This is an optimization exercise on Yosys and OpenROAD, whose aim is small area, a short achievable clock period and few clock cycles, not a production implementation.
In this exercise RTL edits were held to simulation tests only and were not proved equivalent to the original.
Power is estimated from default activity; no workload was simulated.

## flow/run.sh

```bash
#!/bin/bash
# The standard layout, except that the port buffers are plain buffers
# (buffer_ports otherwise picks a delay cell, clkdlybuf4s50_1, for them).
set -euo pipefail
export BUFFER_PORTS_ARGS="-buffer_cell sky130_fd_sc_hd__buf_4"
bash standard.sh finish > make_finish.log 2>&1
```

## standard.sh

```bash
#!/bin/bash
# synth_recipe.tcl (not shown) runs the flow's synth.tcl, then flattens the netlist and writes it again
# the make line also repeats each setting of config.mk as NAME=value (left out here)
make -C /OpenROAD-flow-scripts/flow DESIGN_CONFIG=/design/flow/config.mk WORK_HOME=/design/flow/orfs CLKGATE_MAP_FILE= SYNTH_SCRIPT=/design/flow/synth_recipe.tcl "${@:-finish}"
```

## config.mk

```make
export PLATFORM = sky130hd
export DESIGN_NAME = subterranean_lwc
export DESIGN_NICKNAME = subterranean_lwc
export VERILOG_FILES = /design/flow/design.v
export SDC_FILE = /design/flow/constraint.sdc
export NUM_CORES = 4
export LEC_CHECK = 0
export ABC_CLOCK_PERIOD_IN_PS = 2000
export CAP_MARGIN = 20
export CORE_MARGIN = 2
export CORE_UTILIZATION = 40
export CTS_CLUSTER_DIAMETER = 100
export CTS_CLUSTER_SIZE = 24
export SETUP_SLACK_MARGIN = 2.8
export SLEW_MARGIN = 20
export TNS_END_PERCENT = 5
```

## constraint.sdc

```tcl
create_clock -name core_clock -period 5.0 [get_ports {clk}]
set_input_delay 1.0000 -clock core_clock [delete_from_list [all_inputs] [get_ports {clk}]]
set_output_delay 1.0000 -clock core_clock [all_outputs]
set_load 0.01 [all_outputs]
```

## design.v

```verilog
`default_nettype    none
module subterranean_round
(
    input wire [256:0] a,
    input wire [32:0] din,
    output wire [256:0] o,
    output wire [31:0] dout
);
wire [256:0] a_after_chi_iota;
wire [256:0] a_after_theta;
assign a_after_chi_iota[0]     = ~(a[0]   ^   ((~a[1])     & a[2]));
assign a_after_chi_iota[254:1] = a[254:1] ^   ((~a[255:2]) & a[256:3]);
assign a_after_chi_iota[255]   = a[255]   ^   ((~a[256])   & a[0]);
assign a_after_chi_iota[256]   = a[256]   ^   ((~a[0])     & a[1]);
assign a_after_theta[12]  = a_after_chi_iota[12]  ^ a_after_chi_iota[15]  ^ a_after_chi_iota[20]  ^ din[0];
assign a_after_theta[56]  = a_after_chi_iota[56]  ^ a_after_chi_iota[59]  ^ a_after_chi_iota[64]  ^ din[1];
assign a_after_theta[90]  = a_after_chi_iota[90]  ^ a_after_chi_iota[93]  ^ a_after_chi_iota[98]  ^ din[2];
assign a_after_theta[163] = a_after_chi_iota[163] ^ a_after_chi_iota[166] ^ a_after_chi_iota[171] ^ din[3];
assign a_after_theta[161] = a_after_chi_iota[161] ^ a_after_chi_iota[164] ^ a_after_chi_iota[169] ^ din[4];
assign a_after_theta[66]  = a_after_chi_iota[66]  ^ a_after_chi_iota[69]  ^ a_after_chi_iota[74]  ^ din[5];
assign a_after_theta[51]  = a_after_chi_iota[51]  ^ a_after_chi_iota[54]  ^ a_after_chi_iota[59]  ^ din[6];
assign a_after_theta[238] = a_after_chi_iota[238] ^ a_after_chi_iota[241] ^ a_after_chi_iota[246] ^ din[7];
assign a_after_theta[254] = a_after_chi_iota[254] ^ a_after_chi_iota[0]   ^ a_after_chi_iota[5]   ^ din[8];
assign a_after_theta[243] = a_after_chi_iota[243] ^ a_after_chi_iota[246] ^ a_after_chi_iota[251] ^ din[9];
assign a_after_theta[106] = a_after_chi_iota[106] ^ a_after_chi_iota[109] ^ a_after_chi_iota[114] ^ din[10];
assign a_after_theta[152] = a_after_chi_iota[152] ^ a_after_chi_iota[155] ^ a_after_chi_iota[160] ^ din[11];
assign a_after_theta[24]  = a_after_chi_iota[24]  ^ a_after_chi_iota[27]  ^ a_after_chi_iota[32]  ^ din[12];
assign a_after_theta[112] = a_after_chi_iota[112] ^ a_after_chi_iota[115] ^ a_after_chi_iota[120] ^ din[13];
assign a_after_theta[180] = a_after_chi_iota[180] ^ a_after_chi_iota[183] ^ a_after_chi_iota[188] ^ din[14];
assign a_after_theta[69]  = a_after_chi_iota[69]  ^ a_after_chi_iota[72]  ^ a_after_chi_iota[77]  ^ din[15];
assign a_after_theta[65]  = a_after_chi_iota[65]  ^ a_after_chi_iota[68]  ^ a_after_chi_iota[73]  ^ din[16];
assign a_after_theta[132] = a_after_chi_iota[132] ^ a_after_chi_iota[135] ^ a_after_chi_iota[140] ^ din[17];
assign a_after_theta[102] = a_after_chi_iota[102] ^ a_after_chi_iota[105] ^ a_after_chi_iota[110] ^ din[18];
assign a_after_theta[219] = a_after_chi_iota[219] ^ a_after_chi_iota[222] ^ a_after_chi_iota[227] ^ din[19];
assign a_after_theta[251] = a_after_chi_iota[251] ^ a_after_chi_iota[254] ^ a_after_chi_iota[2]   ^ din[20];
assign a_after_theta[229] = a_after_chi_iota[229] ^ a_after_chi_iota[232] ^ a_after_chi_iota[237] ^ din[21];
assign a_after_theta[212] = a_after_chi_iota[212] ^ a_after_chi_iota[215] ^ a_after_chi_iota[220] ^ din[22];
assign a_after_theta[47]  = a_after_chi_iota[47]  ^ a_after_chi_iota[50]  ^ a_after_chi_iota[55]  ^ din[23];
assign a_after_theta[48]  = a_after_chi_iota[48]  ^ a_after_chi_iota[51]  ^ a_after_chi_iota[56]  ^ din[24];
assign a_after_theta[224] = a_after_chi_iota[224] ^ a_after_chi_iota[227] ^ a_after_chi_iota[232] ^ din[25];
assign a_after_theta[103] = a_after_chi_iota[103] ^ a_after_chi_iota[106] ^ a_after_chi_iota[111] ^ din[26];
assign a_after_theta[138] = a_after_chi_iota[138] ^ a_after_chi_iota[141] ^ a_after_chi_iota[146] ^ din[27];
assign a_after_theta[130] = a_after_chi_iota[130] ^ a_after_chi_iota[133] ^ a_after_chi_iota[138] ^ din[28];
assign a_after_theta[7]   = a_after_chi_iota[7]   ^ a_after_chi_iota[10]  ^ a_after_chi_iota[15]  ^ din[29];
assign a_after_theta[204] = a_after_chi_iota[204] ^ a_after_chi_iota[207] ^ a_after_chi_iota[212] ^ din[30];
assign a_after_theta[181] = a_after_chi_iota[181] ^ a_after_chi_iota[184] ^ a_after_chi_iota[189] ^ din[31];
assign a_after_theta[245] = a_after_chi_iota[245] ^ a_after_chi_iota[248] ^ a_after_chi_iota[253] ^ din[32];
assign a_after_theta[0] = a_after_chi_iota[0] ^ a_after_chi_iota[3] ^ a_after_chi_iota[8];
assign a_after_theta[36] = a_after_chi_iota[36] ^ a_after_chi_iota[39] ^ a_after_chi_iota[44];
assign a_after_theta[60] = a_after_chi_iota[60] ^ a_after_chi_iota[63] ^ a_after_chi_iota[68];
assign a_after_theta[72] = a_after_chi_iota[72] ^ a_after_chi_iota[75] ^ a_after_chi_iota[80];
assign a_after_theta[84] = a_after_chi_iota[84] ^ a_after_chi_iota[87] ^ a_after_chi_iota[92];
assign a_after_theta[96] = a_after_chi_iota[96] ^ a_after_chi_iota[99] ^ a_after_chi_iota[104];
assign a_after_theta[108] = a_after_chi_iota[108] ^ a_after_chi_iota[111] ^ a_after_chi_iota[116];
assign a_after_theta[120] = a_after_chi_iota[120] ^ a_after_chi_iota[123] ^ a_after_chi_iota[128];
assign a_after_theta[144] = a_after_chi_iota[144] ^ a_after_chi_iota[147] ^ a_after_chi_iota[152];
assign a_after_theta[156] = a_after_chi_iota[156] ^ a_after_chi_iota[159] ^ a_after_chi_iota[164];
assign a_after_theta[168] = a_after_chi_iota[168] ^ a_after_chi_iota[171] ^ a_after_chi_iota[176];
assign a_after_theta[192] = a_after_chi_iota[192] ^ a_after_chi_iota[195] ^ a_after_chi_iota[200];
assign a_after_theta[216] = a_after_chi_iota[216] ^ a_after_chi_iota[219] ^ a_after_chi_iota[224];
assign a_after_theta[228] = a_after_chi_iota[228] ^ a_after_chi_iota[231] ^ a_after_chi_iota[236];
assign a_after_theta[240] = a_after_chi_iota[240] ^ a_after_chi_iota[243] ^ a_after_chi_iota[248];
assign a_after_theta[252] = a_after_chi_iota[252] ^ a_after_chi_iota[255] ^ a_after_chi_iota[3];
assign a_after_theta[19] = a_after_chi_iota[19] ^ a_after_chi_iota[22] ^ a_after_chi_iota[27];
assign a_after_theta[31] = a_after_chi_iota[31] ^ a_after_chi_iota[34] ^ a_after_chi_iota[39];
assign a_after_theta[43] = a_after_chi_iota[43] ^ a_after_chi_iota[46] ^ a_after_chi_iota[51];
assign a_after_theta[55] = a_after_chi_iota[55] ^ a_after_chi_iota[58] ^ a_after_chi_iota[63];
assign a_after_theta[67] = a_after_chi_iota[67] ^ a_after_chi_iota[70] ^ a_after_chi_iota[75];
assign a_after_theta[79] = a_after_chi_iota[79] ^ a_after_chi_iota[82] ^ a_after_chi_iota[87];
assign a_after_theta[91] = a_after_chi_iota[91] ^ a_after_chi_iota[94] ^ a_after_chi_iota[99];
assign a_after_theta[115] = a_after_chi_iota[115] ^ a_after_chi_iota[118] ^ a_after_chi_iota[123];
assign a_after_theta[127] = a_after_chi_iota[127] ^ a_after_chi_iota[130] ^ a_after_chi_iota[135];
assign a_after_theta[139] = a_after_chi_iota[139] ^ a_after_chi_iota[142] ^ a_after_chi_iota[147];
assign a_after_theta[151] = a_after_chi_iota[151] ^ a_after_chi_iota[154] ^ a_after_chi_iota[159];
assign a_after_theta[175] = a_after_chi_iota[175] ^ a_after_chi_iota[178] ^ a_after_chi_iota[183];
assign a_after_theta[187] = a_after_chi_iota[187] ^ a_after_chi_iota[190] ^ a_after_chi_iota[195];
assign a_after_theta[199] = a_after_chi_iota[199] ^ a_after_chi_iota[202] ^ a_after_chi_iota[207];
assign a_after_theta[211] = a_after_chi_iota[211] ^ a_after_chi_iota[214] ^ a_after_chi_iota[219];
assign a_after_theta[223] = a_after_chi_iota[223] ^ a_after_chi_iota[226] ^ a_after_chi_iota[231];
assign a_after_theta[235] = a_after_chi_iota[235] ^ a_after_chi_iota[238] ^ a_after_chi_iota[243];
assign a_after_theta[247] = a_after_chi_iota[247] ^ a_after_chi_iota[250] ^ a_after_chi_iota[255];
assign a_after_theta[2] = a_after_chi_iota[2] ^ a_after_chi_iota[5] ^ a_after_chi_iota[10];
assign a_after_theta[14] = a_after_chi_iota[14] ^ a_after_chi_iota[17] ^ a_after_chi_iota[22];
assign a_after_theta[26] = a_after_chi_iota[26] ^ a_after_chi_iota[29] ^ a_after_chi_iota[34];
assign a_after_theta[38] = a_after_chi_iota[38] ^ a_after_chi_iota[41] ^ a_after_chi_iota[46];
assign a_after_theta[50] = a_after_chi_iota[50] ^ a_after_chi_iota[53] ^ a_after_chi_iota[58];
assign a_after_theta[62] = a_after_chi_iota[62] ^ a_after_chi_iota[65] ^ a_after_chi_iota[70];
assign a_after_theta[74] = a_after_chi_iota[74] ^ a_after_chi_iota[77] ^ a_after_chi_iota[82];
assign a_after_theta[86] = a_after_chi_iota[86] ^ a_after_chi_iota[89] ^ a_after_chi_iota[94];
assign a_after_theta[98] = a_after_chi_iota[98] ^ a_after_chi_iota[101] ^ a_after_chi_iota[106];
assign a_after_theta[110] = a_after_chi_iota[110] ^ a_after_chi_iota[113] ^ a_after_chi_iota[118];
assign a_after_theta[122] = a_after_chi_iota[122] ^ a_after_chi_iota[125] ^ a_after_chi_iota[130];
assign a_after_theta[134] = a_after_chi_iota[134] ^ a_after_chi_iota[137] ^ a_after_chi_iota[142];
assign a_after_theta[146] = a_after_chi_iota[146] ^ a_after_chi_iota[149] ^ a_after_chi_iota[154];
assign a_after_theta[158] = a_after_chi_iota[158] ^ a_after_chi_iota[161] ^ a_after_chi_iota[166];
assign a_after_theta[170] = a_after_chi_iota[170] ^ a_after_chi_iota[173] ^ a_after_chi_iota[178];
assign a_after_theta[182] = a_after_chi_iota[182] ^ a_after_chi_iota[185] ^ a_after_chi_iota[190];
assign a_after_theta[194] = a_after_chi_iota[194] ^ a_after_chi_iota[197] ^ a_after_chi_iota[202];
assign a_after_theta[206] = a_after_chi_iota[206] ^ a_after_chi_iota[209] ^ a_after_chi_iota[214];
assign a_after_theta[218] = a_after_chi_iota[218] ^ a_after_chi_iota[221] ^ a_after_chi_iota[226];
assign a_after_theta[230] = a_after_chi_iota[230] ^ a_after_chi_iota[233] ^ a_after_chi_iota[238];
assign a_after_theta[242] = a_after_chi_iota[242] ^ a_after_chi_iota[245] ^ a_after_chi_iota[250];
assign a_after_theta[9] = a_after_chi_iota[9] ^ a_after_chi_iota[12] ^ a_after_chi_iota[17];
assign a_after_theta[21] = a_after_chi_iota[21] ^ a_after_chi_iota[24] ^ a_after_chi_iota[29];
assign a_after_theta[33] = a_after_chi_iota[33] ^ a_after_chi_iota[36] ^ a_after_chi_iota[41];
assign a_after_theta[45] = a_after_chi_iota[45] ^ a_after_chi_iota[48] ^ a_after_chi_iota[53];
assign a_after_theta[57] = a_after_chi_iota[57] ^ a_after_chi_iota[60] ^ a_after_chi_iota[65];
assign a_after_theta[81] = a_after_chi_iota[81] ^ a_after_chi_iota[84] ^ a_after_chi_iota[89];
assign a_after_theta[93] = a_after_chi_iota[93] ^ a_after_chi_iota[96] ^ a_after_chi_iota[101];
assign a_after_theta[105] = a_after_chi_iota[105] ^ a_after_chi_iota[108] ^ a_after_chi_iota[113];
assign a_after_theta[117] = a_after_chi_iota[117] ^ a_after_chi_iota[120] ^ a_after_chi_iota[125];
assign a_after_theta[129] = a_after_chi_iota[129] ^ a_after_chi_iota[132] ^ a_after_chi_iota[137];
assign a_after_theta[141] = a_after_chi_iota[141] ^ a_after_chi_iota[144] ^ a_after_chi_iota[149];
assign a_after_theta[153] = a_after_chi_iota[153] ^ a_after_chi_iota[156] ^ a_after_chi_iota[161];
assign a_after_theta[165] = a_after_chi_iota[165] ^ a_after_chi_iota[168] ^ a_after_chi_iota[173];
assign a_after_theta[177] = a_after_chi_iota[177] ^ a_after_chi_iota[180] ^ a_after_chi_iota[185];
assign a_after_theta[189] = a_after_chi_iota[189] ^ a_after_chi_iota[192] ^ a_after_chi_iota[197];
assign a_after_theta[201] = a_after_chi_iota[201] ^ a_after_chi_iota[204] ^ a_after_chi_iota[209];
assign a_after_theta[213] = a_after_chi_iota[213] ^ a_after_chi_iota[216] ^ a_after_chi_iota[221];
assign a_after_theta[225] = a_after_chi_iota[225] ^ a_after_chi_iota[228] ^ a_after_chi_iota[233];
assign a_after_theta[237] = a_after_chi_iota[237] ^ a_after_chi_iota[240] ^ a_after_chi_iota[245];
assign a_after_theta[249] = a_after_chi_iota[249] ^ a_after_chi_iota[252] ^ a_after_chi_iota[0];
assign a_after_theta[4] = a_after_chi_iota[4] ^ a_after_chi_iota[7] ^ a_after_chi_iota[12];
assign a_after_theta[16] = a_after_chi_iota[16] ^ a_after_chi_iota[19] ^ a_after_chi_iota[24];
assign a_after_theta[28] = a_after_chi_iota[28] ^ a_after_chi_iota[31] ^ a_after_chi_iota[36];
assign a_after_theta[40] = a_after_chi_iota[40] ^ a_after_chi_iota[43] ^ a_after_chi_iota[48];
assign a_after_theta[52] = a_after_chi_iota[52] ^ a_after_chi_iota[55] ^ a_after_chi_iota[60];
assign a_after_theta[64] = a_after_chi_iota[64] ^ a_after_chi_iota[67] ^ a_after_chi_iota[72];
assign a_after_theta[76] = a_after_chi_iota[76] ^ a_after_chi_iota[79] ^ a_after_chi_iota[84];
assign a_after_theta[88] = a_after_chi_iota[88] ^ a_after_chi_iota[91] ^ a_after_chi_iota[96];
assign a_after_theta[100] = a_after_chi_iota[100] ^ a_after_chi_iota[103] ^ a_after_chi_iota[108];
assign a_after_theta[124] = a_after_chi_iota[124] ^ a_after_chi_iota[127] ^ a_after_chi_iota[132];
assign a_after_theta[136] = a_after_chi_iota[136] ^ a_after_chi_iota[139] ^ a_after_chi_iota[144];
assign a_after_theta[148] = a_after_chi_iota[148] ^ a_after_chi_iota[151] ^ a_after_chi_iota[156];
assign a_after_theta[160] = a_after_chi_iota[160] ^ a_after_chi_iota[163] ^ a_after_chi_iota[168];
assign a_after_theta[172] = a_after_chi_iota[172] ^ a_after_chi_iota[175] ^ a_after_chi_iota[180];
assign a_after_theta[184] = a_after_chi_iota[184] ^ a_after_chi_iota[187] ^ a_after_chi_iota[192];
assign a_after_theta[196] = a_after_chi_iota[196] ^ a_after_chi_iota[199] ^ a_after_chi_iota[204];
assign a_after_theta[208] = a_after_chi_iota[208] ^ a_after_chi_iota[211] ^ a_after_chi_iota[216];
assign a_after_theta[220] = a_after_chi_iota[220] ^ a_after_chi_iota[223] ^ a_after_chi_iota[228];
assign a_after_theta[232] = a_after_chi_iota[232] ^ a_after_chi_iota[235] ^ a_after_chi_iota[240];
assign a_after_theta[244] = a_after_chi_iota[244] ^ a_after_chi_iota[247] ^ a_after_chi_iota[252];
assign a_after_theta[256] = a_after_chi_iota[256] ^ a_after_chi_iota[2] ^ a_after_chi_iota[7];
assign a_after_theta[11] = a_after_chi_iota[11] ^ a_after_chi_iota[14] ^ a_after_chi_iota[19];
assign a_after_theta[23] = a_after_chi_iota[23] ^ a_after_chi_iota[26] ^ a_after_chi_iota[31];
assign a_after_theta[35] = a_after_chi_iota[35] ^ a_after_chi_iota[38] ^ a_after_chi_iota[43];
assign a_after_theta[59] = a_after_chi_iota[59] ^ a_after_chi_iota[62] ^ a_after_chi_iota[67];
assign a_after_theta[71] = a_after_chi_iota[71] ^ a_after_chi_iota[74] ^ a_after_chi_iota[79];
assign a_after_theta[83] = a_after_chi_iota[83] ^ a_after_chi_iota[86] ^ a_after_chi_iota[91];
assign a_after_theta[95] = a_after_chi_iota[95] ^ a_after_chi_iota[98] ^ a_after_chi_iota[103];
assign a_after_theta[107] = a_after_chi_iota[107] ^ a_after_chi_iota[110] ^ a_after_chi_iota[115];
assign a_after_theta[119] = a_after_chi_iota[119] ^ a_after_chi_iota[122] ^ a_after_chi_iota[127];
assign a_after_theta[131] = a_after_chi_iota[131] ^ a_after_chi_iota[134] ^ a_after_chi_iota[139];
assign a_after_theta[143] = a_after_chi_iota[143] ^ a_after_chi_iota[146] ^ a_after_chi_iota[151];
assign a_after_theta[155] = a_after_chi_iota[155] ^ a_after_chi_iota[158] ^ a_after_chi_iota[163];
assign a_after_theta[167] = a_after_chi_iota[167] ^ a_after_chi_iota[170] ^ a_after_chi_iota[175];
assign a_after_theta[179] = a_after_chi_iota[179] ^ a_after_chi_iota[182] ^ a_after_chi_iota[187];
assign a_after_theta[191] = a_after_chi_iota[191] ^ a_after_chi_iota[194] ^ a_after_chi_iota[199];
assign a_after_theta[203] = a_after_chi_iota[203] ^ a_after_chi_iota[206] ^ a_after_chi_iota[211];
assign a_after_theta[215] = a_after_chi_iota[215] ^ a_after_chi_iota[218] ^ a_after_chi_iota[223];
assign a_after_theta[227] = a_after_chi_iota[227] ^ a_after_chi_iota[230] ^ a_after_chi_iota[235];
assign a_after_theta[239] = a_after_chi_iota[239] ^ a_after_chi_iota[242] ^ a_after_chi_iota[247];
assign a_after_theta[6] = a_after_chi_iota[6] ^ a_after_chi_iota[9] ^ a_after_chi_iota[14];
assign a_after_theta[18] = a_after_chi_iota[18] ^ a_after_chi_iota[21] ^ a_after_chi_iota[26];
assign a_after_theta[30] = a_after_chi_iota[30] ^ a_after_chi_iota[33] ^ a_after_chi_iota[38];
assign a_after_theta[42] = a_after_chi_iota[42] ^ a_after_chi_iota[45] ^ a_after_chi_iota[50];
assign a_after_theta[54] = a_after_chi_iota[54] ^ a_after_chi_iota[57] ^ a_after_chi_iota[62];
assign a_after_theta[78] = a_after_chi_iota[78] ^ a_after_chi_iota[81] ^ a_after_chi_iota[86];
assign a_after_theta[114] = a_after_chi_iota[114] ^ a_after_chi_iota[117] ^ a_after_chi_iota[122];
assign a_after_theta[126] = a_after_chi_iota[126] ^ a_after_chi_iota[129] ^ a_after_chi_iota[134];
assign a_after_theta[150] = a_after_chi_iota[150] ^ a_after_chi_iota[153] ^ a_after_chi_iota[158];
assign a_after_theta[162] = a_after_chi_iota[162] ^ a_after_chi_iota[165] ^ a_after_chi_iota[170];
assign a_after_theta[174] = a_after_chi_iota[174] ^ a_after_chi_iota[177] ^ a_after_chi_iota[182];
assign a_after_theta[186] = a_after_chi_iota[186] ^ a_after_chi_iota[189] ^ a_after_chi_iota[194];
assign a_after_theta[198] = a_after_chi_iota[198] ^ a_after_chi_iota[201] ^ a_after_chi_iota[206];
assign a_after_theta[210] = a_after_chi_iota[210] ^ a_after_chi_iota[213] ^ a_after_chi_iota[218];
assign a_after_theta[222] = a_after_chi_iota[222] ^ a_after_chi_iota[225] ^ a_after_chi_iota[230];
assign a_after_theta[234] = a_after_chi_iota[234] ^ a_after_chi_iota[237] ^ a_after_chi_iota[242];
assign a_after_theta[246] = a_after_chi_iota[246] ^ a_after_chi_iota[249] ^ a_after_chi_iota[254];
assign a_after_theta[1] = a_after_chi_iota[1] ^ a_after_chi_iota[4] ^ a_after_chi_iota[9];
assign a_after_theta[13] = a_after_chi_iota[13] ^ a_after_chi_iota[16] ^ a_after_chi_iota[21];
assign a_after_theta[25] = a_after_chi_iota[25] ^ a_after_chi_iota[28] ^ a_after_chi_iota[33];
assign a_after_theta[37] = a_after_chi_iota[37] ^ a_after_chi_iota[40] ^ a_after_chi_iota[45];
assign a_after_theta[49] = a_after_chi_iota[49] ^ a_after_chi_iota[52] ^ a_after_chi_iota[57];
assign a_after_theta[61] = a_after_chi_iota[61] ^ a_after_chi_iota[64] ^ a_after_chi_iota[69];
assign a_after_theta[73] = a_after_chi_iota[73] ^ a_after_chi_iota[76] ^ a_after_chi_iota[81];
assign a_after_theta[85] = a_after_chi_iota[85] ^ a_after_chi_iota[88] ^ a_after_chi_iota[93];
assign a_after_theta[97] = a_after_chi_iota[97] ^ a_after_chi_iota[100] ^ a_after_chi_iota[105];
assign a_after_theta[109] = a_after_chi_iota[109] ^ a_after_chi_iota[112] ^ a_after_chi_iota[117];
assign a_after_theta[121] = a_after_chi_iota[121] ^ a_after_chi_iota[124] ^ a_after_chi_iota[129];
assign a_after_theta[133] = a_after_chi_iota[133] ^ a_after_chi_iota[136] ^ a_after_chi_iota[141];
assign a_after_theta[145] = a_after_chi_iota[145] ^ a_after_chi_iota[148] ^ a_after_chi_iota[153];
assign a_after_theta[157] = a_after_chi_iota[157] ^ a_after_chi_iota[160] ^ a_after_chi_iota[165];
assign a_after_theta[169] = a_after_chi_iota[169] ^ a_after_chi_iota[172] ^ a_after_chi_iota[177];
assign a_after_theta[193] = a_after_chi_iota[193] ^ a_after_chi_iota[196] ^ a_after_chi_iota[201];
assign a_after_theta[205] = a_after_chi_iota[205] ^ a_after_chi_iota[208] ^ a_after_chi_iota[213];
assign a_after_theta[217] = a_after_chi_iota[217] ^ a_after_chi_iota[220] ^ a_after_chi_iota[225];
assign a_after_theta[241] = a_after_chi_iota[241] ^ a_after_chi_iota[244] ^ a_after_chi_iota[249];
assign a_after_theta[253] = a_after_chi_iota[253] ^ a_after_chi_iota[256] ^ a_after_chi_iota[4];
assign a_after_theta[8] = a_after_chi_iota[8] ^ a_after_chi_iota[11] ^ a_after_chi_iota[16];
assign a_after_theta[20] = a_after_chi_iota[20] ^ a_after_chi_iota[23] ^ a_after_chi_iota[28];
assign a_after_theta[32] = a_after_chi_iota[32] ^ a_after_chi_iota[35] ^ a_after_chi_iota[40];
assign a_after_theta[44] = a_after_chi_iota[44] ^ a_after_chi_iota[47] ^ a_after_chi_iota[52];
assign a_after_theta[68] = a_after_chi_iota[68] ^ a_after_chi_iota[71] ^ a_after_chi_iota[76];
assign a_after_theta[80] = a_after_chi_iota[80] ^ a_after_chi_iota[83] ^ a_after_chi_iota[88];
assign a_after_theta[92] = a_after_chi_iota[92] ^ a_after_chi_iota[95] ^ a_after_chi_iota[100];
assign a_after_theta[104] = a_after_chi_iota[104] ^ a_after_chi_iota[107] ^ a_after_chi_iota[112];
assign a_after_theta[116] = a_after_chi_iota[116] ^ a_after_chi_iota[119] ^ a_after_chi_iota[124];
assign a_after_theta[128] = a_after_chi_iota[128] ^ a_after_chi_iota[131] ^ a_after_chi_iota[136];
assign a_after_theta[140] = a_after_chi_iota[140] ^ a_after_chi_iota[143] ^ a_after_chi_iota[148];
assign a_after_theta[164] = a_after_chi_iota[164] ^ a_after_chi_iota[167] ^ a_after_chi_iota[172];
assign a_after_theta[176] = a_after_chi_iota[176] ^ a_after_chi_iota[179] ^ a_after_chi_iota[184];
assign a_after_theta[188] = a_after_chi_iota[188] ^ a_after_chi_iota[191] ^ a_after_chi_iota[196];
assign a_after_theta[200] = a_after_chi_iota[200] ^ a_after_chi_iota[203] ^ a_after_chi_iota[208];
assign a_after_theta[236] = a_after_chi_iota[236] ^ a_after_chi_iota[239] ^ a_after_chi_iota[244];
assign a_after_theta[248] = a_after_chi_iota[248] ^ a_after_chi_iota[251] ^ a_after_chi_iota[256];
assign a_after_theta[3] = a_after_chi_iota[3] ^ a_after_chi_iota[6] ^ a_after_chi_iota[11];
assign a_after_theta[15] = a_after_chi_iota[15] ^ a_after_chi_iota[18] ^ a_after_chi_iota[23];
assign a_after_theta[27] = a_after_chi_iota[27] ^ a_after_chi_iota[30] ^ a_after_chi_iota[35];
assign a_after_theta[39] = a_after_chi_iota[39] ^ a_after_chi_iota[42] ^ a_after_chi_iota[47];
assign a_after_theta[63] = a_after_chi_iota[63] ^ a_after_chi_iota[66] ^ a_after_chi_iota[71];
assign a_after_theta[75] = a_after_chi_iota[75] ^ a_after_chi_iota[78] ^ a_after_chi_iota[83];
assign a_after_theta[87] = a_after_chi_iota[87] ^ a_after_chi_iota[90] ^ a_after_chi_iota[95];
assign a_after_theta[99] = a_after_chi_iota[99] ^ a_after_chi_iota[102] ^ a_after_chi_iota[107];
assign a_after_theta[111] = a_after_chi_iota[111] ^ a_after_chi_iota[114] ^ a_after_chi_iota[119];
assign a_after_theta[123] = a_after_chi_iota[123] ^ a_after_chi_iota[126] ^ a_after_chi_iota[131];
assign a_after_theta[135] = a_after_chi_iota[135] ^ a_after_chi_iota[138] ^ a_after_chi_iota[143];
assign a_after_theta[147] = a_after_chi_iota[147] ^ a_after_chi_iota[150] ^ a_after_chi_iota[155];
assign a_after_theta[159] = a_after_chi_iota[159] ^ a_after_chi_iota[162] ^ a_after_chi_iota[167];
assign a_after_theta[171] = a_after_chi_iota[171] ^ a_after_chi_iota[174] ^ a_after_chi_iota[179];
assign a_after_theta[183] = a_after_chi_iota[183] ^ a_after_chi_iota[186] ^ a_after_chi_iota[191];
assign a_after_theta[195] = a_after_chi_iota[195] ^ a_after_chi_iota[198] ^ a_after_chi_iota[203];
assign a_after_theta[207] = a_after_chi_iota[207] ^ a_after_chi_iota[210] ^ a_after_chi_iota[215];
assign a_after_theta[231] = a_after_chi_iota[231] ^ a_after_chi_iota[234] ^ a_after_chi_iota[239];
assign a_after_theta[255] = a_after_chi_iota[255] ^ a_after_chi_iota[1] ^ a_after_chi_iota[6];
assign a_after_theta[10] = a_after_chi_iota[10] ^ a_after_chi_iota[13] ^ a_after_chi_iota[18];
assign a_after_theta[22] = a_after_chi_iota[22] ^ a_after_chi_iota[25] ^ a_after_chi_iota[30];
assign a_after_theta[34] = a_after_chi_iota[34] ^ a_after_chi_iota[37] ^ a_after_chi_iota[42];
assign a_after_theta[46] = a_after_chi_iota[46] ^ a_after_chi_iota[49] ^ a_after_chi_iota[54];
assign a_after_theta[58] = a_after_chi_iota[58] ^ a_after_chi_iota[61] ^ a_after_chi_iota[66];
assign a_after_theta[70] = a_after_chi_iota[70] ^ a_after_chi_iota[73] ^ a_after_chi_iota[78];
assign a_after_theta[82] = a_after_chi_iota[82] ^ a_after_chi_iota[85] ^ a_after_chi_iota[90];
assign a_after_theta[94] = a_after_chi_iota[94] ^ a_after_chi_iota[97] ^ a_after_chi_iota[102];
assign a_after_theta[118] = a_after_chi_iota[118] ^ a_after_chi_iota[121] ^ a_after_chi_iota[126];
assign a_after_theta[142] = a_after_chi_iota[142] ^ a_after_chi_iota[145] ^ a_after_chi_iota[150];
assign a_after_theta[154] = a_after_chi_iota[154] ^ a_after_chi_iota[157] ^ a_after_chi_iota[162];
assign a_after_theta[166] = a_after_chi_iota[166] ^ a_after_chi_iota[169] ^ a_after_chi_iota[174];
assign a_after_theta[178] = a_after_chi_iota[178] ^ a_after_chi_iota[181] ^ a_after_chi_iota[186];
assign a_after_theta[190] = a_after_chi_iota[190] ^ a_after_chi_iota[193] ^ a_after_chi_iota[198];
assign a_after_theta[202] = a_after_chi_iota[202] ^ a_after_chi_iota[205] ^ a_after_chi_iota[210];
assign a_after_theta[214] = a_after_chi_iota[214] ^ a_after_chi_iota[217] ^ a_after_chi_iota[222];
assign a_after_theta[226] = a_after_chi_iota[226] ^ a_after_chi_iota[229] ^ a_after_chi_iota[234];
assign a_after_theta[250] = a_after_chi_iota[250] ^ a_after_chi_iota[253] ^ a_after_chi_iota[1];
assign a_after_theta[5] = a_after_chi_iota[5] ^ a_after_chi_iota[8] ^ a_after_chi_iota[13];
assign a_after_theta[17] = a_after_chi_iota[17] ^ a_after_chi_iota[20] ^ a_after_chi_iota[25];
assign a_after_theta[29] = a_after_chi_iota[29] ^ a_after_chi_iota[32] ^ a_after_chi_iota[37];
assign a_after_theta[41] = a_after_chi_iota[41] ^ a_after_chi_iota[44] ^ a_after_chi_iota[49];
assign a_after_theta[53] = a_after_chi_iota[53] ^ a_after_chi_iota[56] ^ a_after_chi_iota[61];
assign a_after_theta[77] = a_after_chi_iota[77] ^ a_after_chi_iota[80] ^ a_after_chi_iota[85];
assign a_after_theta[89] = a_after_chi_iota[89] ^ a_after_chi_iota[92] ^ a_after_chi_iota[97];
assign a_after_theta[101] = a_after_chi_iota[101] ^ a_after_chi_iota[104] ^ a_after_chi_iota[109];
assign a_after_theta[113] = a_after_chi_iota[113] ^ a_after_chi_iota[116] ^ a_after_chi_iota[121];
assign a_after_theta[125] = a_after_chi_iota[125] ^ a_after_chi_iota[128] ^ a_after_chi_iota[133];
assign a_after_theta[137] = a_after_chi_iota[137] ^ a_after_chi_iota[140] ^ a_after_chi_iota[145];
assign a_after_theta[149] = a_after_chi_iota[149] ^ a_after_chi_iota[152] ^ a_after_chi_iota[157];
assign a_after_theta[173] = a_after_chi_iota[173] ^ a_after_chi_iota[176] ^ a_after_chi_iota[181];
assign a_after_theta[185] = a_after_chi_iota[185] ^ a_after_chi_iota[188] ^ a_after_chi_iota[193];
assign a_after_theta[197] = a_after_chi_iota[197] ^ a_after_chi_iota[200] ^ a_after_chi_iota[205];
assign a_after_theta[209] = a_after_chi_iota[209] ^ a_after_chi_iota[212] ^ a_after_chi_iota[217];
assign a_after_theta[221] = a_after_chi_iota[221] ^ a_after_chi_iota[224] ^ a_after_chi_iota[229];
assign a_after_theta[233] = a_after_chi_iota[233] ^ a_after_chi_iota[236] ^ a_after_chi_iota[241];
generate
    genvar gen_j;
    for (gen_j = 0; gen_j < 257; gen_j = gen_j + 1) begin: pi_step
        assign o[gen_j] = a_after_theta[(12*gen_j) % 257];
    end
endgenerate
assign dout[0]  = a[1]   ^ a[256];
assign dout[1]  = a[176] ^ a[81];
assign dout[2]  = a[136] ^ a[121];
assign dout[3]  = a[35]  ^ a[222];
assign dout[4]  = a[249] ^ a[8];
assign dout[5]  = a[134] ^ a[123];
assign dout[6]  = a[197] ^ a[60];
assign dout[7]  = a[234] ^ a[23];
assign dout[8]  = a[64]  ^ a[193];
assign dout[9]  = a[213] ^ a[44];
assign dout[10] = a[223] ^ a[34];
assign dout[11] = a[184] ^ a[73];
assign dout[12] = a[2]   ^ a[255];
assign dout[13] = a[95]  ^ a[162];
assign dout[14] = a[15]  ^ a[242];
assign dout[15] = a[70]  ^ a[187];
assign dout[16] = a[241] ^ a[16];
assign dout[17] = a[11]  ^ a[246];
assign dout[18] = a[137] ^ a[120];
assign dout[19] = a[211] ^ a[46];
assign dout[20] = a[128] ^ a[129];
assign dout[21] = a[169] ^ a[88];
assign dout[22] = a[189] ^ a[68];
assign dout[23] = a[111] ^ a[146];
assign dout[24] = a[4]   ^ a[253];
assign dout[25] = a[190] ^ a[67];
assign dout[26] = a[30]  ^ a[227];
assign dout[27] = a[140] ^ a[117];
assign dout[28] = a[225] ^ a[32];
assign dout[29] = a[22]  ^ a[235];
assign dout[30] = a[17]  ^ a[240];
assign dout[31] = a[165] ^ a[92];
endmodule
`default_nettype    none
module subterranean_lwc
#(parameter ASYNC_RSTN = 0,
parameter G_PWIDTH = 32,
parameter G_SWIDTH = 32,
parameter G_SEGMENT_SIZE_BITS = 16,
parameter G_HASH_SIZE_WORDS = 8,
parameter G_TAG_SIZE_WORDS = 4
)
(
    input wire clk,
    input wire rst,
    input wire [(G_PWIDTH-1):0] pdi_data,
    input wire pdi_valid,
    output wire pdi_ready,
    input wire [(G_SWIDTH-1):0] sdi_data,
    input wire sdi_valid,
    output wire sdi_ready,
    output wire [(G_PWIDTH-1):0] do_data,
    output wire do_valid,
    input wire do_ready,
    output wire do_last
);
localparam P_IDLE = 4'd0,  P_NHDR = 4'd1,  P_NDAT = 4'd2,  P_AHDR = 4'd3,
           P_ADAT = 4'd4,  P_PHDR = 4'd5,  P_PDAT = 4'd6,  P_TAG  = 4'd7,
           P_THDR = 4'd8,  P_TDAT = 4'd9,  P_SQ   = 4'd10, P_STAT = 4'd11,
           P_HHDR = 4'd12, P_HDAT = 4'd13, P_INST = 4'd14;
function [31:0] bswap(input [31:0] x);
    bswap = {x[7:0], x[15:8], x[23:16], x[31:24]};
endfunction
reg [14:0] ph;          
reg [256:0] st;
reg [4:0] nr;           
reg nz;                 
reg [3:0] cnt;          
reg [15:0] len;         
reg lastw;              
reg [2:0] wsize;        
reg eot;
reg dec;
reg fail;
reg [1:0] bidx;         
reg hlast;              
reg [3:0] bsel;         
reg [3:0] bsel_n;
reg [3:0] mb;           
reg [3:0] mp;           
reg ms;                 
reg dsel;               
reg kw;                 
reg [4:0] padv;         
reg [1:0] sph;          
reg [1:0] kcnt;
reg kact;               
reg hfirst;             
reg spend;              
reg hpend;              
reg pinst_v, pinst_h;   
reg pv, pc;             
reg [32:0] o0, o1;
reg v0, v1;
reg prdy, srdy;         
reg m_key;              
reg m_word;             
reg m_hash;             
reg m_sq;               
reg m_t;                
reg dfull;              
reg [14:0] ph_n;
reg [4:0] nr_n;
reg [3:0] cnt_n;
reg [15:0] len_n;
reg lastw_n;
reg [2:0] wsize_n;
reg eot_n, dec_n, fail_n, kact_n, hfirst_n, nz_n, hlast_n, spend_n, hpend_n, pinst_v_n, pinst_h_n, nxt, nxh;
reg [1:0] bidx_n, sph_n, kcnt_n;
wire ptake = pdi_valid & prdy;
wire stake = sdi_valid & srdy;
wire qpush = (pdi_valid & pv) | pc;
wire [4:0] nr_dec = nz ? 5'd0 : (nr - 5'd1);
wire wr_ok = ~v1;
wire pop = v0 & do_ready;
wire [31:0] z;
wire [31:0] y;
wire hdr_le4 = (pdi_data[15:3] == 13'd0) && ((pdi_data[2] == 1'b0) || (pdi_data[1:0] == 2'b00));
wire [2:0] hdr_ws = hdr_le4 ? pdi_data[2:0] : 3'd4;
wire len_le8 = (len[15:4] == 12'd0) && ((len[3] == 1'b0) || (len[2:0] == 3'b000));
wire [2:0] len_ws = len_le8 ? (len[2:0] ^ 3'b100) : 3'd4;
always @(*) begin
    ph_n = ph;
    nr_n = nr_dec;
    nz_n = (nr[4:1] == 4'd0);
    hlast_n = hlast;
    cnt_n = cnt;
    len_n = len;
    lastw_n = lastw;
    wsize_n = wsize;
    eot_n = eot;
    dec_n = dec;
    fail_n = fail;
    kact_n = kact;
    hfirst_n = hfirst;
    spend_n = spend;
    hpend_n = hpend;
    pinst_v_n = pinst_v;
    pinst_h_n = pinst_h;
    bidx_n = bidx;
    bsel_n = bsel;
    sph_n = sph;
    kcnt_n = kcnt;
    if (stake) begin
        case (sph)
            2'd0 : sph_n = 2'd1;
            2'd1 : begin sph_n = 2'd2; kcnt_n = 2'd0; end
            default : begin
                kcnt_n = kcnt + 2'd1;
                if (kcnt == 2'd3) begin
                    sph_n = 2'd0;
                    kact_n = 1'b0;
                    nr_n = 5'd1;
                    nz_n = 1'b0;
                end
            end
        endcase
    end
        if (ph[P_IDLE] & ptake) begin
            hfirst_n = 1'b1;
            case (pdi_data[31:28])
                4'h7 : begin
                    kact_n = 1'b1;
                    begin ph_n[P_IDLE] = 1'b0; ph_n[P_INST] = 1'b1; end
                end
                4'h8 : begin ph_n[P_IDLE] = 1'b0; ph_n[P_HHDR] = 1'b1; end
                default : ;
            endcase
        end
        if (ph[P_INST] & ptake) begin
            dec_n = pdi_data[28];
            begin ph_n[P_INST] = 1'b0; ph_n[P_NHDR] = 1'b1; end
        end
        if (ph[P_NHDR] & ptake) begin
            cnt_n = 4'd4;
            begin ph_n[P_NHDR] = 1'b0; ph_n[P_NDAT] = 1'b1; end
        end
        if (ph[P_NDAT] & ptake) begin
            cnt_n = cnt - 4'd1;
            if (cnt == 4'd1) begin
                nr_n = 5'd9;
                nz_n = 1'b0;
                begin ph_n[P_NDAT] = 1'b0; ph_n[P_AHDR] = 1'b1; end
            end
        end
        if (ph[P_AHDR] & ptake) begin
            len_n = pdi_data[15:0];
            lastw_n = hdr_le4;
            wsize_n = hdr_ws;
            eot_n = pdi_data[25];
            if (pdi_data[15:0] == 16'd0) begin
                nr_n = nz ? 5'd1 : nr;
                nz_n = 1'b0;
                begin ph_n[P_AHDR] = 1'b0; ph_n[P_PHDR] = 1'b1; end
            end else
                begin ph_n[P_AHDR] = 1'b0; ph_n[P_ADAT] = 1'b1; end
        end
        if (ph[P_ADAT] & ptake) begin
            len_n = len - 16'd4;
                lastw_n = len_le8;
                wsize_n = len_ws;
            if (lastw) begin
                if (eot) begin
                    if (wsize == 3'd4) begin nr_n = 5'd1; nz_n = 1'b0; end
                    begin ph_n[P_ADAT] = 1'b0; ph_n[P_PHDR] = 1'b1; end
                end else
                    begin ph_n[P_ADAT] = 1'b0; ph_n[P_AHDR] = 1'b1; end
            end
        end
        if (ph[P_PHDR] & ptake) begin
            len_n = pdi_data[15:0];
            lastw_n = hdr_le4;
            wsize_n = hdr_ws;
            eot_n = pdi_data[25];
            if (pdi_data[15:0] == 16'd0) begin
                nr_n = nz ? 5'd9 : (nr + 5'd8);
                nz_n = 1'b0;
                ph_n[P_PHDR] = 1'b0;
                if (dec) ph_n[P_THDR] = 1'b1; else ph_n[P_TAG] = 1'b1;
            end else
                begin ph_n[P_PHDR] = 1'b0; ph_n[P_PDAT] = 1'b1; end
        end
        if (ph[P_PDAT] & ptake) begin
            len_n = len - 16'd4;
                lastw_n = len_le8;
                wsize_n = len_ws;
            if (lastw) begin
                if (eot) begin
                    nr_n = (wsize == 3'd4) ? 5'd9 : 5'd8;
                    nz_n = 1'b0;
                    ph_n[P_PDAT] = 1'b0;
                    if (dec) ph_n[P_THDR] = 1'b1; else ph_n[P_TAG] = 1'b1;
                end else
                    begin ph_n[P_PDAT] = 1'b0; ph_n[P_PHDR] = 1'b1; end
            end
        end
        if (ph[P_TAG] & wr_ok) begin
            cnt_n = 4'd4;
            begin ph_n[P_TAG] = 1'b0; ph_n[P_SQ] = 1'b1; end
        end
        if (ph[P_THDR] & ptake) begin
            cnt_n = 4'd4;
            begin ph_n[P_THDR] = 1'b0; ph_n[P_TDAT] = 1'b1; end
        end
        if (ph[P_TDAT] & ptake) begin
            if ((bswap(pdi_data) != z) && (cnt != 4'd1)) fail_n = 1'b1;
            cnt_n = cnt - 4'd1;
            if (cnt == 4'd1) begin ph_n[P_TDAT] = 1'b0; ph_n[P_IDLE] = 1'b1; spend_n = 1'b1; end
        end
        nxt = pinst_v | ptake;
        nxh = pinst_v ? pinst_h : (pdi_data[31:28] == 4'h8);
        if (ph[P_SQ] & ptake) begin
            pinst_v_n = nxt;
            pinst_h_n = nxh;
        end
        if (ph[P_SQ] & m_sq) begin
            cnt_n = cnt - 4'd1;
            if (cnt == 4'd1) begin
                ph_n[P_SQ] = 1'b0;
                spend_n = 1'b1;
                pinst_v_n = 1'b0;
                if (nxt) begin
                    hfirst_n = 1'b1;
                    if (nxh) ph_n[P_HHDR] = 1'b1;
                    else begin ph_n[P_INST] = 1'b1; kact_n = 1'b1; end
                end else
                    ph_n[P_IDLE] = 1'b1;
            end
        end
        if (spend & wr_ok) begin
            spend_n = 1'b0;
            fail_n = 1'b0;
        end else if (hpend & wr_ok)
            hpend_n = 1'b0;
        if (ph[P_HHDR] & ptake) begin
            hfirst_n = 1'b0;
            if (hfirst) hpend_n = 1'b1;
            len_n = pdi_data[15:0];
            lastw_n = hdr_le4;
            wsize_n = hdr_ws;
            eot_n = pdi_data[25];
            bidx_n = 2'd0;
            bsel_n = 4'b0001;
            hlast_n = (pdi_data[15:0] == 16'd1);
            if (pdi_data[15:0] == 16'd0) begin
                nr_n = nz ? 5'd10 : (nr + 5'd9);
                nz_n = 1'b0;
                cnt_n = 4'd8;
                begin ph_n[P_HHDR] = 1'b0; ph_n[P_SQ] = 1'b1; end
            end else
                begin ph_n[P_HHDR] = 1'b0; ph_n[P_HDAT] = 1'b1; end
        end
        if (ph[P_HDAT] & pdi_valid & m_hash) begin
            nr_n = 5'd1;
            nz_n = 1'b0;
            bidx_n = bidx + 2'd1;
            bsel_n = {bsel[2:0], bsel[3]};
            hlast_n = ((bidx + 3'd2) == wsize);
            if (ptake) begin
                bidx_n = 2'd0;
                bsel_n = 4'b0001;
                hlast_n = (len == 16'd5);
                len_n = len - 16'd4;
                lastw_n = len_le8;
                wsize_n = len_ws;
                if (lastw) begin
                    if (eot) begin
                        nr_n = 5'd11;
                        nz_n = 1'b0;
                        cnt_n = 4'd8;
                        begin ph_n[P_HDAT] = 1'b0; ph_n[P_SQ] = 1'b1; end
                    end else
                        begin ph_n[P_HDAT] = 1'b0; ph_n[P_HHDR] = 1'b1; end
                end
            end
        end
end
reg [32:0] pw;
always @(*) begin
    pw = 33'd0;
    if (spend)
        pw = {1'b1, fail ? 4'hF : 4'hE, 28'd0};
    else if (hpend)
        pw = {1'b0, 4'h9, 4'h3, 8'h00, 16'd32};
    else if (ph[P_PHDR])
        pw = {1'b0, dec ? 4'h4 : 4'h5, 2'b00, pdi_data[25], dec & pdi_data[25], 8'h00, pdi_data[15:0]};
    else if (ph[P_PDAT])
        pw = {lastw & eot, bswap(y)};
    else if (ph[P_TAG])
        pw = {1'b0, 32'h83000010};
    else if (ph[P_SQ])
        pw = {cnt == 4'd1, bswap(z)};
end
reg v0_n, v1_n;
always @(*) begin
    v0_n = v0;
    v1_n = v1;
    if (v1) begin
        if (pop) v1_n = 1'b0;
    end else if (qpush) begin
        if (v0 & ~pop) v1_n = 1'b1;
        else v0_n = 1'b1;
    end else if (pop) begin
        v0_n = 1'b0;
    end
end
wire wr_ok_n = ~v1_n;
reg prdy_n, m_word_n, m_hash_n, m_sq_n;
always @(*) begin
    prdy_n = 1'b0;
    m_word_n = 1'b0;
    m_hash_n = 1'b0;
    m_sq_n = 1'b0;
    prdy_n = (ph_n[P_SQ] & ~pinst_v_n) | ph_n[P_IDLE] | ph_n[P_INST] | ph_n[P_NHDR] | ph_n[P_AHDR] | ph_n[P_THDR]
           | ph_n[P_HHDR] | (ph_n[P_PHDR] & wr_ok_n & ~spend_n & ~hpend_n)
           | (ph_n[P_NDAT] & ~kact_n & nz_n)
           | ((ph_n[P_ADAT] | ph_n[P_TDAT]) & nz_n)
           | (ph_n[P_PDAT] & nz_n & wr_ok_n)
           | (ph_n[P_HDAT] & nz_n & hlast_n);
    m_word_n = ((ph_n[P_NDAT] & ~kact_n) | ph_n[P_ADAT] | (ph_n[P_PDAT] & wr_ok_n)) & nz_n;
    m_hash_n = ph_n[P_HDAT] & nz_n;
    m_sq_n = ph_n[P_SQ] & nz_n & wr_ok_n & ~spend_n & ~hpend_n;
end
wire srdy_n = (sph_n != 2'd2) | (kact_n & nz_n);
wire pv_n = prdy_n & (ph_n[P_PHDR] | ph_n[P_PDAT]);
wire pc_n = m_sq_n | ((ph_n[P_TAG] | spend_n | hpend_n) & wr_ok_n);
wire m_key_n = (sph_n == 2'd2) & kact_n & nz_n;
wire m_t_n = ph_n[P_TDAT] & nz_n;
wire kabs_n = (sph_n == 2'd2) & kact_n;
wire dfull_n = kabs_n | ph_n[P_NDAT];
wire [2:0] dsize_n = dfull_n ? 3'd4 : wsize_n;
wire [3:0] mb_n = {dsize_n == 3'd4, dsize_n >= 3'd3, dsize_n >= 3'd2, dsize_n >= 3'd1};
wire [3:0] mp_n = kabs_n ? 4'b0000 : mb_n;
reg [4:0] padv_n;
always @(*) begin
    case (dsize_n)
        3'd0 : padv_n = 5'b00001;
        3'd1 : padv_n = 5'b00010;
        3'd2 : padv_n = 5'b00100;
        3'd3 : padv_n = 5'b01000;
        default : padv_n = 5'b10000;
    endcase
end
always @(posedge clk) begin
    if (rst) begin
        ph <= 15'd1 << P_IDLE;
        nr <= 5'd0;
        nz <= 1'b1;
        sph <= 2'd0;
        kact <= 1'b0;
        spend <= 1'b0;
        hpend <= 1'b0;
        pinst_v <= 1'b0;
        fail <= 1'b0;
        v0 <= 1'b0;
        v1 <= 1'b0;
        prdy <= 1'b0;
        srdy <= 1'b0;
        m_key <= 1'b0;
        m_word <= 1'b0;
        m_hash <= 1'b0;
        m_sq <= 1'b0;
        pv <= 1'b0;
        pc <= 1'b0;
        m_t <= 1'b0;
        dfull <= 1'b0;
    end else begin
        ph <= ph_n;
        nr <= nr_n;
        nz <= nz_n;
        sph <= sph_n;
        kact <= kact_n;
        spend <= spend_n;
        hpend <= hpend_n;
        pinst_v <= pinst_v_n;
        fail <= fail_n;
        v0 <= v0_n;
        v1 <= v1_n;
        prdy <= prdy_n;
        srdy <= srdy_n;
        m_key <= m_key_n;
        m_word <= m_word_n;
        m_hash <= m_hash_n;
        m_sq <= m_sq_n;
        pv <= pv_n;
        pc <= pc_n;
        m_t <= m_t_n;
        dfull <= dfull_n;
    end
end
always @(posedge clk) begin
    cnt <= cnt_n;
    len <= len_n;
    lastw <= lastw_n;
    wsize <= wsize_n;
    eot <= eot_n;
    dec <= dec_n;
    bidx <= bidx_n;
    bsel <= bsel_n;
    mb <= mb_n;
    mp <= mp_n;
    ms <= kabs_n;
    dsel <= dec_n & ph_n[P_PDAT];
    kw <= m_key_n | m_word_n;
    padv <= padv_n;
    hlast <= hlast_n;
    kcnt <= kcnt_n;
    hfirst <= hfirst_n;
    pinst_h <= pinst_h_n;
end
always @(posedge clk) begin
    if (v1) begin
        if (pop) o0 <= o1;
    end else if (qpush) begin
        if (v0 & ~pop) o1 <= pw;
        else o0 <= pw;
    end
end
wire [256:0] st_next;
reg [32:0] din;
wire [31:0] mask = {{8{mb[3]}}, {8{mb[2]}}, {8{mb[1]}}, {8{mb[0]}}};
wire [31:0] x = (bswap(pdi_data) & {{8{mp[3]}}, {8{mp[2]}}, {8{mp[1]}}, {8{mp[0]}}})
              | (bswap(sdi_data) & {32{ms}});
assign y = (z ^ x) & mask;
wire [7:0] hbyte = (pdi_data[31:24] & {8{bsel[0]}}) | (pdi_data[23:16] & {8{bsel[1]}})
                 | (pdi_data[15:8] & {8{bsel[2]}}) | (pdi_data[7:0] & {8{bsel[3]}});
always @(*) begin
    din[31:0] = ((dsel ? y : x) & {32{kw}}) | {24'd0, hbyte & {8{m_hash}}};
    din[32] = kw & padv[4];
    din[0] = din[0] | (kw ? padv[0] : ~m_hash);
    din[8] = din[8] | (kw ? padv[1] : m_hash);
    din[16] = din[16] | (kw & padv[2]);
    din[24] = din[24] | (kw & padv[3]);
end
subterranean_round round (
    .a(st),
    .din(din),
    .o(st_next),
    .dout(z)
);
wire do_round = ~nz | (sdi_valid & m_key) | (pdi_valid & (m_word | m_hash | m_t)) | m_sq;
wire init = (ptake & ph[P_IDLE]) | (ph[P_SQ] & m_sq & (cnt == 4'd1) & (pinst_v | ptake));
always @(posedge clk) begin
    if (init)
        st <= 257'd0;
    else if (do_round)
        st <= st_next;
end
assign pdi_ready = prdy;
assign sdi_ready = srdy;
assign do_data = o0[31:0];
assign do_last = o0[32];
assign do_valid = v0;
endmodule
```

==> results of run 1 <==
-- through the flow --
stage	instance area, um2	utilization, %	setup slack, ps	std cells	hold WS [ps]
floorplan	28300	-	1980	3201	441
global placement	29600	42.3	1540	4066	461
detailed placement	29600	42.3	1500	4066	469
CTS	31000	44.3	2700	4133	488
global route	31400	44.8	2650	4152	516
finish	31400	44.8	2690	4152	488
-- cell type report --
| cell class | count | share of cell area (%) |
|---|---|---|
| timing repair buffer | 162 | 4.97 |
| clock inverter | 14 | 0.629 |
| tap | 940 | 3.75 |
| multi-input combinational | 2562 | 59.1 |
| inverter | 28 | 0.390 |
| clock buffer | 32 | 2.24 |
| sequential | 414 | 28.9 |
-- cells in the mapped netlist (5+ instances only) --
cell type / number / area (um2)
a211oi_1: 235 / 1760
a21boi_0: 20 / 150
a21o_1: 8 / 60.1
a21oi_1: 93 / 465
a221oi_1: 10 / 87.6
a22o_1: 5 / 43.8
a22oi_1: 62 / 465
a31oi_1: 12 / 75.1
and2_1: 19 / 119
and3_1: 6 / 37.5
buf_2: 81 / 405
buf_6: 6 / 67.6
clkbuf_1: 103 / 387
dfxtp_1: 336 / 6730
edfxtp_1: 78 / 2340
ha_1: 9 / 113
inv_1: 22 / 82.6
mux2_2: 19 / 214
mux2i_1: 6 / 60.1
nand2_1: 112 / 420
nand2b_1: 149 / 932
nand3_1: 28 / 140
nand3b_1: 22 / 165
nand4_1: 12 / 75.1
nor2_1: 365 / 1370
nor2b_1: 150 / 938
nor3_1: 25 / 125
nor3b_1: 6 / 45.0
nor4_1: 8 / 50.1
nor4_2: 5 / 62.6
o211ai_1: 7 / 52.6
o21a_1: 12 / 90.1
o21ai_0: 72 / 360
o21bai_1: 5 / 37.5
o221ai_1: 23 / 201
o22ai_1: 49 / 307
o31ai_1: 27 / 203
or3_1: 5 / 31.3
xnor2_1: 736 / 6450
xnor3_1: 22 / 495
xor2_1: 134 / 1170
-- worst max-delay path, stage by stage --
cell	delay (ps)
buf_4	180
nor3_1	350
and4_4	390
a31oi_1	170
o221a_2	340
nand2b_1	250
o22ai_1	100
-- registers in the layout (all words and copies together), names as in the netlist, 2 cells and up --
| signal | cells |
|---|---|
| o0 | 33 |
| mb | 4 |
| len | 16 |
| bidx | 2 |
| o1 | 33 |
| wsize | 3 |
| kcnt | 2 |
| nr | 5 |
| padv | 5 |
| sph | 2 |
| st | 257 |
| ph | 14 |
| mp | 4 |
| bsel | 4 |
| cnt | 4 |
-- layer usage --
layer,global-route usage (%),part of all wire [%],vias to the layer above
met5,0,0,-
met4,11.1,4.9,0
met3,3.13,7.3,207
met2,41.4,45,1059
met1,36.4,43,11100
li1,-,-,11100
-- where the power goes --
group	leakage, uW	switching [uW]	internal, uW
clock	0.000440	1390	1120
sequential	0.00346	1750	4310
combinational	0.00612	9770	7640
total	0.0100	12900	13100
-- kinds of logic (layout without fill, tap and decap cells) --
family / Yosys count / in the layout
compound gates: 685 / 685
xor+xnor: 892 / 892
fa+ha+maj: 9 / 9
buf+inv: 225 / 236
flops: 414 / 414
simple gates: 951 / 951
mux: 25 / 25
-- final timing paths --
path                            cells after the start  slack (ps)      end
worst min register to register                      2         490   hfirst
worst max register to register                      5        2720  st[197]
worst max-delay path                                7        2690     prdy
worst min-delay path                                2         490   hfirst
-- what timing repair did --
item	4_1_cts	5_1_grt
gates resized for setup	74	43
hold buffers	0	0
cloned	5	4
pin swaps	10	10
buffers inserted	16	15
endpoints found under the setup margin	393	341
==> out/metrics.csv, run 1 <==
metric;value;unit
outcome;complete, no violations;
EDFF count, synth;78;
critical path endpoint category;flip-flop;
drt first-iter violations;2729;
Tmin final;2310;ps
routed len/inst;24.2;um
ys flop type;dfxtp_1;
adder-cell area share of the yosys netlist;0.398;%
# IOs;105;
clock skew;33.7;ps
initial antenna violation count;1;
later-pin clock latency in the skew report;630;ps
final worst-path cycle share;46.1;%
Synth Register Bits;414;
residual DRC count;0;
Peak VDD IR;0.464;mV
largest family of logic cells by synthesized area;XOR/XNOR gates;
most frequent cells in the layout;730 x xnor2_1, 362 x nor2_1, 325 x dfxtp_1, 234 x a211oi_1, 150 x nor2b_1;
number of iterations in the first detailed-routing pass;6;
number of global-route vias before repair;21800;
Max-cap violations;0;
die width;270;um
antenna viol nets, final;0;
Reg area;9090;um2
Finish-stage setup viols;0;
clk sinks;414;
port buffer count;104;
Synth Area in Simple Gates;17.4;%
Mapped Area;28300;um2
most common cell after layout, fill and taps aside;xnor2_1;
fillers;6894;
initial core utilization;40.4;%
Nets;3272;
TritonCTS clock tree;yes;
Multi-input gate area;18600;um2
fmax;434;MHz
Final HPWL DP;74.3;mm
CTS buffer count;26;
Clock Pin Slew Worst Setup and Hold Paths;90;ps
PwrDens;827;nW/um2
Cells after Synth;3201;
largest net degree at the start of global routing;182;
vias;23500;
share of cells above drive strength 1;10.0;%
Cell variety after synth;98;
mux share of post-synthesis cell area;0.968;%
aggregate global routing overflow;0;
Synth Area in Compound Gates;17.0;%
Setup crit start;pdi_data[11];
Total Power;26000;uW
Critical Path AT;2800;ps
Critical Path RT;5490;ps
Clk Tree Root Cell;clkbuf_16;
RSZ-0062 raised after global routing;true;
Post-synth ARST share;0;%
first-pass GRT wire length;145;mm
Worst setup SP type;input pin;
type of the worst setup path;input pin to flip-flop;
core area;70000;um2
setup TNS;0;ps
synthesized area per cell;8.84;um2
pins over their slew limit;0;
drt via density;5.65;
maximum root-to-sink buffer count;3;
Die Ht;270;um
yosys warns;1;
routability cong.;0.946;
HP Start;hfirst;
min-delay worst type;flip-flop to flip-flop;
xor/xnor share of the synthesized area;28.7;%
sequential share of the synthesized area;32.0;%
crit path max fanout;8;
Worst Tran Pin Value;1020;ps
# H-tree levels;1;
die area;72900;um2
syn nets;3279;
GR Util All Layers;26.3;%
Total Routed Length;100;mm
Rel. slew slack;31.7;%
diode count;0;
r2r startpoint;st[197];
Std-Cell Rows;97;
Leak Pwr;0.0100;uW
Area growth, synth to finish;10.9;%
Final Hold Vio Count;0;
Testbench counts, summed over its fixed seeds: cycles 13,182.
==> run 2, diff against run 1 <==
==> flow/run.sh (replaced) <==
#!/bin/bash
# The standard layout, except that the port buffers are plain buffers
# (buffer_ports otherwise picks a delay cell, clkdlybuf4s50_1, for them).
set -euo pipefail
export BUFFER_PORTS_ARGS="-buffer_cell sky130_fd_sc_hd__buf_2"
bash standard.sh finish > make_finish.log 2>&1
--- a/config.mk
+++ b/config.mk
@@ -12,5 +12,5 @@
 export CTS_CLUSTER_DIAMETER = 100
 export CTS_CLUSTER_SIZE = 24
-export SETUP_SLACK_MARGIN = 2.8
+export SETUP_SLACK_MARGIN = 2.6
 export SLEW_MARGIN = 20
 export TNS_END_PERCENT = 5
==> run 2 against run 1 <==
Effect of this change: still clean on timing, DRC and antenna; first-iteration DRC count decreased by 10%; routed wire length decreased by 3.5%; utilization decreased by 1.2 points; flip-flop and latch count unchanged; area after synthesis unchanged; power decreased by 1.3%; die area unchanged; cell count decreased by 0.65%; non-clock buffer count decreased by 23; sequential share of layout area increased by 0.77 points; sequential power about the same; critical path depth increased by 1; highest routed layer is now met5.
==> out/metrics.csv, run 2 <==
metric;value;unit;change
Tmin final;2420;ps;+115 ps
outcome;complete, no violations;;
syn nets;3279;;unchanged
Clk Tree Root Cell;clkbuf_16;;
r2r startpoint;cnt[0];;
Finish-stage setup viols;0;;unchanged
most frequent cell after synthesis;xnor2_1;;
final worst-path cycle share;48.4;%;+2.3 points
# H-tree levels;1;;unchanged
Leak Pwr;0.00970;uW;-3.3%
ys flop type;dfxtp_1;;
Final Hold Vio Count;0;;unchanged
GR Util All Layers;25.5;%;-0.80 points
sequential share of the synthesized area;32.0;%;unchanged
# IOs;105;;unchanged
maximum root-to-sink buffer count;3;;unchanged
Mapped Area;28300;um2;unchanged
TritonCTS clock tree;yes;;
worst hold slack;485;ps;-3.21 ps
die area;72900;um2;unchanged
Placed Instances;4071;;+0.12%
routed len/inst;23.5;um;-2.8%
Cell variety after synth;98;;unchanged
die width;270;um;unchanged
post-synth top area share;23.8;%;unchanged
Core Util, Final;43.6;%;-1.2 points
fmax;413;MHz;-4.7%
yosys warns;1;;unchanged
PwrDens;839;nW/um2;+1.4%
setup TNS;0;ps;unchanged
crit path max fanout;6;;-2
Peak VDD IR;0.489;mV;+5.3%
residual DRC count;0;;unchanged
Setup crit start;pdi_data[29];;
Worst setup SP type;input pin;;
ranking of synthesized cells by instance count;736 x xnor2_1, 365 x nor2_1, 336 x dfxtp_1;;
Nets;3247;;-0.76%
Clock Pin Slew Worst Setup and Hold Paths;100;ps;about the same
largest net degree at the start of global routing;161;;-12%
Total Power;25600;uW;-1.3%
Total Routed Length;96.8;mm;-3.5%
vias;23200;;-1.1%
number of iterations in the first detailed-routing pass;8;;+2
HP Start;hfirst;;
Final HPWL DP;74.4;mm;+0.16%
CTS buffer count;24;;-7.7%
Post-CTS Hold Fix Bufs;0;;unchanged
later-pin clock latency in the skew report;620;ps;about the same
Worst Tran Pin Value;955;ps;-67.9 ps
register bank with the most flops;st;;
Critical Path AT;2890;ps;+90 ps
routability cong.;0.968;;+2.3%
min-delay worst type;flip-flop to flip-flop;;
final instance count without filler cells;4125;;-0.65%
Die Ht;270;um;unchanged
type of the worst setup path;input pin to flip-flop;;
initial antenna violation count;2;;+1
pins over their slew limit;0;;unchanged
max FFs per register;257;;unchanged
Std-Cell Rows;97;;unchanged
most common cell after layout, fill and taps aside;xnor2_1;;
Synth Register Bits;414;;unchanged
number of global-route vias before repair;21600;;-1.0%
EDFF count, synth;78;;unchanged
initial core utilization;40.4;%;unchanged
clock skew;53.4;ps;+19.7 ps
synthesized area per cell;8.84;um2;unchanged
reg-to-reg slack, setup;2610;ps;-110 ps
Rel. slew slack;36.2;%;+4.5 points
Post-synth ARST share;0;%;unchanged
most frequent cells in the layout;735 x xnor2_1, 362 x nor2_1, 333 x dfxtp_1, 235 x a211oi_1, 150 x nor2b_1;;
fillers;6961;;+0.97%
share of cells above drive strength 1;8.35;%;-1.7 points
Yosys top cell by area;dfxtp_1;;
critical path endpoint category;flip-flop;;
aggregate global routing overflow;0;;unchanged
Cells after Synth;3201;;unchanged
RSZ-0062 raised after global routing;true;;
port buffer count;104;;unchanged
drt first-iter violations;2449;;-10%
core area;70000;um2;unchanged
Max-cap violations;0;;unchanged
antenna viol nets, final;0;;unchanged
Area growth, synth to finish;7.95;%;
first-pass GRT wire length;142;mm;-2.2%
clk sinks;414;;unchanged
Top Registers;st x257, o0 x33, o1 x33;;
drt via density;5.62;;-0.48%
Synth area leaders;dfxtp_1 24%, xnor2_1 23%, edfxtp_1 8.3%;;
Critical Path RT;5470;ps;-20 ps
-- run 2: critical path: stages --
cell      delay, ps
clkbuf_4        190
nor4b_4         300
mux2i_2         140
a221o_2         510
a211oi_4        340
o21a_4          230
buf_4           120
a21oi_1          50
-- run 2: worst paths after layout --
kind	cells past startpoint	to
worst max-delay path	8	mp[1]
worst min-delay path	2	hfirst
worst max register to register	6	pv
worst min register to register	2	hfirst
-- run 2: metal layers --
layer | share of wire, % | wire length [um] | global-route usage [%] | vias to the layer above
met1 | 44 | 42200 | 35.5 | 11100
li1 | - | - | - | 11000
met4 | 5.1 | 4930 | 11.7 | 2
met2 | 44 | 42700 | 39.5 | 906
met3 | 7.2 | 6950 | 2.90 | 175
met5 | 0.012 | 12 | 0 | -
-- run 2: cells by family after synthesis --
group                    after synthesis  share of synthesized area (%)
flip-flops                           414                           32.0
multiplexers                          25                          0.968
adder cells (fa/ha/maj)                9                          0.398
AO/OA/AOI/OAI                        685                           17.0
buffers and inverters                225                           3.54
XOR/XNOR                             892                           28.7
AND/OR/NAND/NOR                      951                           17.4
-- run 2: per-stage QoR --
step	instance area (um2)	setup slack (ps)
finish	30600	2580
global route	30600	2520
CTS	30300	2480
detailed placement	29400	1340
global placement	29400	1430
floorplan	28300	1980
-- run 2: repair_timing --
| item | 4_1_cts | 5_1_grt |
|---|---|---|
| setup endpoints to repair | 289 | 232 |
| pin swaps | 0 | 7 |
| gates resized for setup | 23 | 39 |
| buffers inserted | 1 | 9 |
| gates cloned | 0 | 2 |
| hold endpoints to repair | 0 | 0 |
-- run 2: where the power goes --
| part | total, uW | switching [uW] | leakage (uW) | internal [uW] |
|---|---|---|---|---|
| logic | 17200 | 9700 | 0.00585 | 7550 |
| registers | 6030 | 1730 | 0.00346 | 4300 |
| clock network | 2350 | 1330 | 0.000392 | 1020 |
-- run 2: final cells by class --
| type | instances | area, um2 | area share [%] |
|---|---|---|---|
| clock buffer | 33 | 697 | 2.28 |
| tap | 940 | 1180 | 3.85 |
| timing repair buffer | 139 | 956 | 3.13 |
| sequential | 414 | 9080 | 29.7 |
| inverter | 28 | 116 | 0.381 |
| clock inverter | 8 | 105 | 0.344 |
| multi-input combinational | 2562 | 18400 | 60.3 |
| antenna | 1 | 2.50 | 0.00819 |

[re-timing with driven ports]
Ports are ideal in the flow. The routed layouts listed here were re-timed in OpenROAD. Step 1 sets driving cells, clkbuf_16 on the clock port and buf_2 on the other inputs (assumed; they add their load-dependent delay and slew). Step 2 times the ports against the registers' clock, not the clock port: input delays grow and output delays shrink by t, the midpoint of the rising clock arrivals with the driver on. Slacks: ideal / step 1 / step 2; pairs: ideal / step 1.
| run | shift t [ns] | setup slack, ns | clock arrival spread, ns |
|---|---|---|---|
| run 1 | 0.672 | 2.695 / 2.643 / 2.058 | 0.039 / 0.039 |
| run 2 | 0.656 | 2.580 / 2.551 / 1.967 | 0.054 / 0.054 |
After both steps setup and hold are still met in every run listed. The setup slack of run 1, which loses most, moves by -0.052 ns with the drivers and by -0.637 ns with both steps.
